This is an optimization exercise on Yosys and OpenROAD, whose aim is small area, not a production implementation. The RTL was checked by simulation tests, not by an equivalence proof against the original design. No driver is modelled on the clock port, so clocking that relies on it looks cheaper here than on a real chip. Power is estimated from default activity; no workload was simulated.

// CPU
module CPU
(
    input wire CLK,
    input wire RST,
    input wire [ 7 : 0 ] INPUT,
    input wire INTR_in,
    output wire [ 7 : 0 ] imem_addr,
    input wire [ 7 : 0 ] imem_data,
    input wire [ 7 : 0 ] imem_m0,
    input wire [ 7 : 0 ] imem_m1,
    output wire [ 7 : 0 ] dmem_addr,
    output wire [ 7 : 0 ] dmem_wdata,
    output wire dmem_we,
    output wire dmem_re,
    input wire [ 7 : 0 ] dmem_rdata,
    output wire [ 7 : 0 ] OUTPUT
);
localparam K_NOP  = 5'd0,  K_ADD  = 5'd1,  K_SUB  = 5'd2,  K_OR   = 5'd3,
           K_NOT  = 5'd4,  K_NEG  = 5'd5,  K_INC  = 5'd6,  K_DEC  = 5'd7,
           K_SETC = 5'd8,  K_PASSW = 5'd9, K_MOVIN = 5'd10, K_JMP = 5'd11,
           K_LOOPT = 5'd12, K_LDM = 5'd13,
           K_STA  = 5'd16, K_STI  = 5'd17, K_POP  = 5'd18, K_RET  = 5'd19,
           K_OUT  = 5'd20, K_CALL = 5'd21, K_INT  = 5'd22, K_LDI  = 5'd23,
           K_LDD  = 5'd24;
localparam AS_INSTR = 2'd0, AS_SP = 2'd1, AS_SP1 = 2'd2;
function [8:0] add8;
    input [7:0] a, b;
    input       c;
    integer     i;
    reg         k;
    begin
        k = c;
        for (i = 0; i < 8; i = i + 1) begin
            add8[i] = a[i] ^ b[i] ^ k;
            k = (a[i] & b[i]) | (k & (a[i] ^ b[i]));
        end
        add8[8] = k;
    end
endfunction
reg [7:0] pc;                  
reg [7:0] ir_d, pc_d;          
reg       sb;                  
reg [7:0] r0, r1, r2, r3;      
reg [7:0] ea, eb, ec;          
reg [4:0] k_e;                 
reg [1:0] rd_e;
reg [7:0] alu_m, addr_m, wd_m;
reg       wr_m, we_m, re_m, mo_m, br_m;
reg [1:0] rs_m, rd_m;
reg [7:0] mo_w, aux_w;
reg       wr_w, br_w, re_w;
reg [1:0] rs_w, rd_w;
reg [3:0] flg;                 
  ...
For scale: roughly 720 cells after synthesis, about 77 I/O pins.
Settings: LEC_CHECK=0, CAP_MARGIN=20, CORE_MARGIN=2, CORE_UTILIZATION=40, GPL_TIMING_DRIVEN=0, SLEW_MARGIN=20; clock period 8.0 ns.
standard.sh (not shown) runs the stock make flow with config.mk's settings and CLKGATE_MAP_FILE= SYNTH_SCRIPT=/design/flow/synth_recipe.tcl, a recipe that flattens the netlist after the stock synthesis.
==> flow/flow/run.sh <==
#!/bin/bash
# Own layout flow. Same as the standard flow (standard.sh) except:
#  - synthesis: the standard synthesis script (synth_recipe.tcl and ORFS's
#    synth.tcl) with only the ABC mapping script replaced. Several
#    area-oriented ABC scripts (flow/m*.abc) are tried and the one giving the
#    smallest cell area is used for the layout. Registers are mapped before
#    ABC, so they keep the standard names and cell types.
#  - port buffers use sky130_fd_sc_hd__buf_1 (every port still gets one);
#  - clock-tree synthesis uses clkbuf_8 buffers and no dummy loads; after it,
#    flow/clkdown.tcl swaps clock buffers to clkbuf_4 where the clock slew at
#    the flip-flops stays low.
# Each tool's full output stays in orfs/logs/ (cand_*/logs/ for the trial
# syntheses, clkdown.log for the clock-buffer step); make's output goes to
# make*.log.
set -euo pipefail
W=$(pwd)
R="$W/orfs/results/$FLOW_PLATFORM/CPU/base"
mk_synth() {  # $1: abc script -> $W/own_synth_<name>.tcl
  local n; n=$(basename "$1" .abc)
  sed "s|log_cmd abc {\*}\$abc_args|log_cmd abc -script $1 {*}[lrange \$abc_args 2 end]|" \
    "$FLOW_HOME/scripts/synth.tcl" > "$W/synth_$n.tcl"
  grep -q "$1" "$W/synth_$n.tcl"
  sed "s|source \$::env(SCRIPTS_DIR)/synth.tcl|source $W/synth_$n.tcl|" synth_recipe.tcl > "$W/own_synth_$n.tcl"
  grep -q "synth_$n.tcl" "$W/own_synth_$n.tcl"
}
best=""; best_area=""
for s in "$W"/flow/m*.abc; do
  n=$(basename "$s" .abc)
  mk_synth "$s"
  if make -C "$FLOW_HOME" DESIGN_CONFIG="$W/config.mk" WORK_HOME="$W/cand_$n" CLKGATE_MAP_FILE= \
       SYNTH_SCRIPT="$W/own_synth_$n.tcl" synth > "$W/make_cand_$n.log" 2>&1; then
    a=$(grep "Chip area for module" "$W/cand_$n/reports/$FLOW_PLATFORM/CPU/base/synth_stat.txt" | awk '{print $NF}')
    echo "$n $a" >> "$W/synth_candidates.txt"
    if [[ -z "$best" ]] || awk -v a="$a" -v b="$best_area" 'BEGIN{exit !(a < b)}'; then
      best=$n; best_area=$a
    fi
  fi
done
echo "chosen ${best:-standard} $best_area" >> "$W/synth_candidates.txt"
rm -rf "$W"/cand_*/objects "$W"/cand_*/results
synth_arg="SYNTH_SCRIPT=$W/synth_recipe.tcl"
if [[ -n "$best" ]]; then synth_arg="SYNTH_SCRIPT=$W/own_synth_$best.tcl"; fi
args=("$synth_arg"
  'BUFFER_PORTS_ARGS=-buffer_cell sky130_fd_sc_hd__buf_1'
  'CTS_ARGS=-sink_clustering_enable -repair_clock_nets -dont_use_dummy_load -buf_list sky130_fd_sc_hd__clkbuf_8')
bash standard.sh "${args[@]}" cts > make_cts.log 2>&1
CTS_ODB="$R/4_cts.odb" CTS_SDC="$R/4_cts.sdc" CLK_SLEW_LIMIT=0.105 \
  PLATFORM_DIR="$FLOW_HOME/platforms/$FLOW_PLATFORM" LIB_FILE="$FLOW_HOME/platforms/$FLOW_PLATFORM/lib/sky130_fd_sc_hd__tt_025C_1v80.lib" \
  openroad -no_init -exit "$W/flow/clkdown.tcl" > "$W/clkdown.log" 2>&1 || true
bash standard.sh "${args[@]}" finish > make.log 2>&1
==> flow/flow/clkdown.tcl <==
# Post-CTS step: swap clock-tree buffers from clkbuf_8 to clkbuf_4 one at a
# time, keeping a swap only while the worst clock slew at any flip-flop stays
# under CLK_SLEW_LIMIT (ns, placement-based estimate). Reads and rewrites the
# CTS result in place.
read_liberty $::env(LIB_FILE)
read_db $::env(CTS_ODB)
read_sdc $::env(CTS_SDC)
source $::env(PLATFORM_DIR)/setRC.tcl
set_propagated_clock [all_clocks]
set limit $::env(CLK_SLEW_LIMIT)
proc max_ck_slew {} {
  set mx 0
  foreach pin [get_pins -hierarchical */CLK] {
    set t [expr max([get_property $pin slew_max_rise],[get_property $pin slew_max_fall])]
    if {$t > $mx} {set mx $t}
  }
  return $mx
}
estimate_parasitics -placement
puts "before: max clock slew [max_ck_slew]"
set changed 0
foreach inst [[ord::get_db_block] getInsts] {
  if {[[$inst getMaster] getName] == "sky130_fd_sc_hd__clkbuf_8"} {
    set name [$inst getName]
    replace_cell [get_cells $name] sky130_fd_sc_hd__clkbuf_4
    estimate_parasitics -placement
    if {[max_ck_slew] > $limit} {
      replace_cell [get_cells $name] sky130_fd_sc_hd__clkbuf_8
      estimate_parasitics -placement
    } else {
      incr changed
    }
  }
}
puts "downsized $changed clock buffers; after: max clock slew [max_ck_slew]"
check_placement
write_db $::env(CTS_ODB)
Other scripts of this flow, unchanged in this note and not shown: flow/flow/m1.abc, flow/flow/m2.abc, flow/flow/m3.abc, flow/flow/m4.abc, flow/flow/m5.abc
==> next run, changes <==
--- a/flow/flow/run.sh
+++ b/flow/flow/run.sh
@@ -9,3 +9,3 @@
 #  - clock-tree synthesis uses clkbuf_8 buffers and no dummy loads; after it,
-#    flow/clkdown.tcl swaps clock buffers to clkbuf_4 where the clock slew at
+#    flow/clkdown.tcl swaps clock buffers to smaller ones where the clock slew at
 #    the flip-flops stays low.
@@ -46,3 +46,3 @@
 bash standard.sh "${args[@]}" cts > make_cts.log 2>&1
-CTS_ODB="$R/4_cts.odb" CTS_SDC="$R/4_cts.sdc" CLK_SLEW_LIMIT=0.105 \
+CTS_ODB="$R/4_cts.odb" CTS_SDC="$R/4_cts.sdc" CLK_SLEW_LIMIT=0.112 \
   PLATFORM_DIR="$FLOW_HOME/platforms/$FLOW_PLATFORM" LIB_FILE="$FLOW_HOME/platforms/$FLOW_PLATFORM/lib/sky130_fd_sc_hd__tt_025C_1v80.lib" \
--- a/flow/flow/clkdown.tcl
+++ b/flow/flow/clkdown.tcl
@@ -1,2 +1,2 @@
-# Post-CTS step: swap clock-tree buffers from clkbuf_8 to clkbuf_4 one at a
+# Post-CTS step: swap clock-tree buffers to smaller clkbuf cells one at a
 # time, keeping a swap only while the worst clock slew at any flip-flop stays
@@ -21,13 +21,18 @@
 set changed 0
+set sizes {sky130_fd_sc_hd__clkbuf_8 sky130_fd_sc_hd__clkbuf_4 sky130_fd_sc_hd__clkbuf_2}
 foreach inst [[ord::get_db_block] getInsts] {
-  if {[[$inst getMaster] getName] == "sky130_fd_sc_hd__clkbuf_8"} {
-    set name [$inst getName]
-    replace_cell [get_cells $name] sky130_fd_sc_hd__clkbuf_4
+  set cur [[$inst getMaster] getName]
+  set i [lsearch $sizes $cur]
+  if {$i < 0} { continue }
+  set name [$inst getName]
+  foreach smaller [lrange $sizes [expr $i + 1] end] {
+    replace_cell [get_cells $name] $smaller
     estimate_parasitics -placement
     if {[max_ck_slew] > $limit} {
-      replace_cell [get_cells $name] sky130_fd_sc_hd__clkbuf_8
+      replace_cell [get_cells $name] $cur
       estimate_parasitics -placement
-    } else {
-      incr changed
+      break
     }
+    set cur $smaller
+    incr changed
   }
- GPL_TIMING_DRIVEN: 0 -> default
What happened: Area after synthesis stays the same. Wire length increases by 1.2%. Total power decreases by 0.52%. Register-to-register slack is better by 0.88 ns. Core utilization decreases by 0.33 points. Non-clock buffer count increases by 2. Setup slack is better by 0.99 ns. Combinational power is about the same. Synthesized cell count is unchanged. Via count increases by 2.2%. Count of clock-buffer cells in the layout is unchanged.
==> next run, changes <==
- CAP_MARGIN: 20 -> 0
- SLEW_MARGIN: 20 -> 0
Effect: The new run produced a clean layout; first-iteration DRC count is lower by 2.2%; via count is lower by 1.1%; combinational power stays flat; count of clock-buffer cells in the layout is unchanged; worst hold slack degrades by 0.0083 ns; wire length barely changes; design area is about the same; non-clock buffer count is lower by 1; die area does not change.

static timing again, ports no longer ideal:
Ports are ideal in the flow. The routed layouts listed here were re-timed in OpenROAD.
Step 1 (the two cells are an assumption about what drives the block):
set clk [get_ports {CLK}]
set_driving_cell -lib_cell sky130_fd_sc_hd__clkbuf_16 $clk
set_driving_cell -lib_cell sky130_fd_sc_hd__buf_2 [delete_from_list [all_inputs] $clk]
Step 2 moves the port delays by t, midway between the first and last clock arrival at a register: inputs arrive t later, outputs are due t later. That takes back most of the time a late clock gives input paths.
Slacks: ideal / step 1 / step 2; pairs: ideal / step 1.
| run | shift t [ns] | setup WS [ns] | worst register clock-pin slew, ns | worst data-port slew with drivers (ns) |
|---|---|---|---|---|
| the first run | 0.637 | 1.439 / 1.461 / 0.824 | 0.10 / 0.10 | 0.04 |
| the second run | 0.824 | 2.433 / 2.447 / 1.623 | 0.11 / 0.11 | 0.04 |
| the third run | 0.803 | 2.398 / 2.401 / 1.598 | 0.11 / 0.11 | 0.04 |
After both steps setup and hold are still met in every run listed. The setup slack of the second run, which loses most, moves by +0.014 ns with the drivers and by -0.810 ns with both steps.
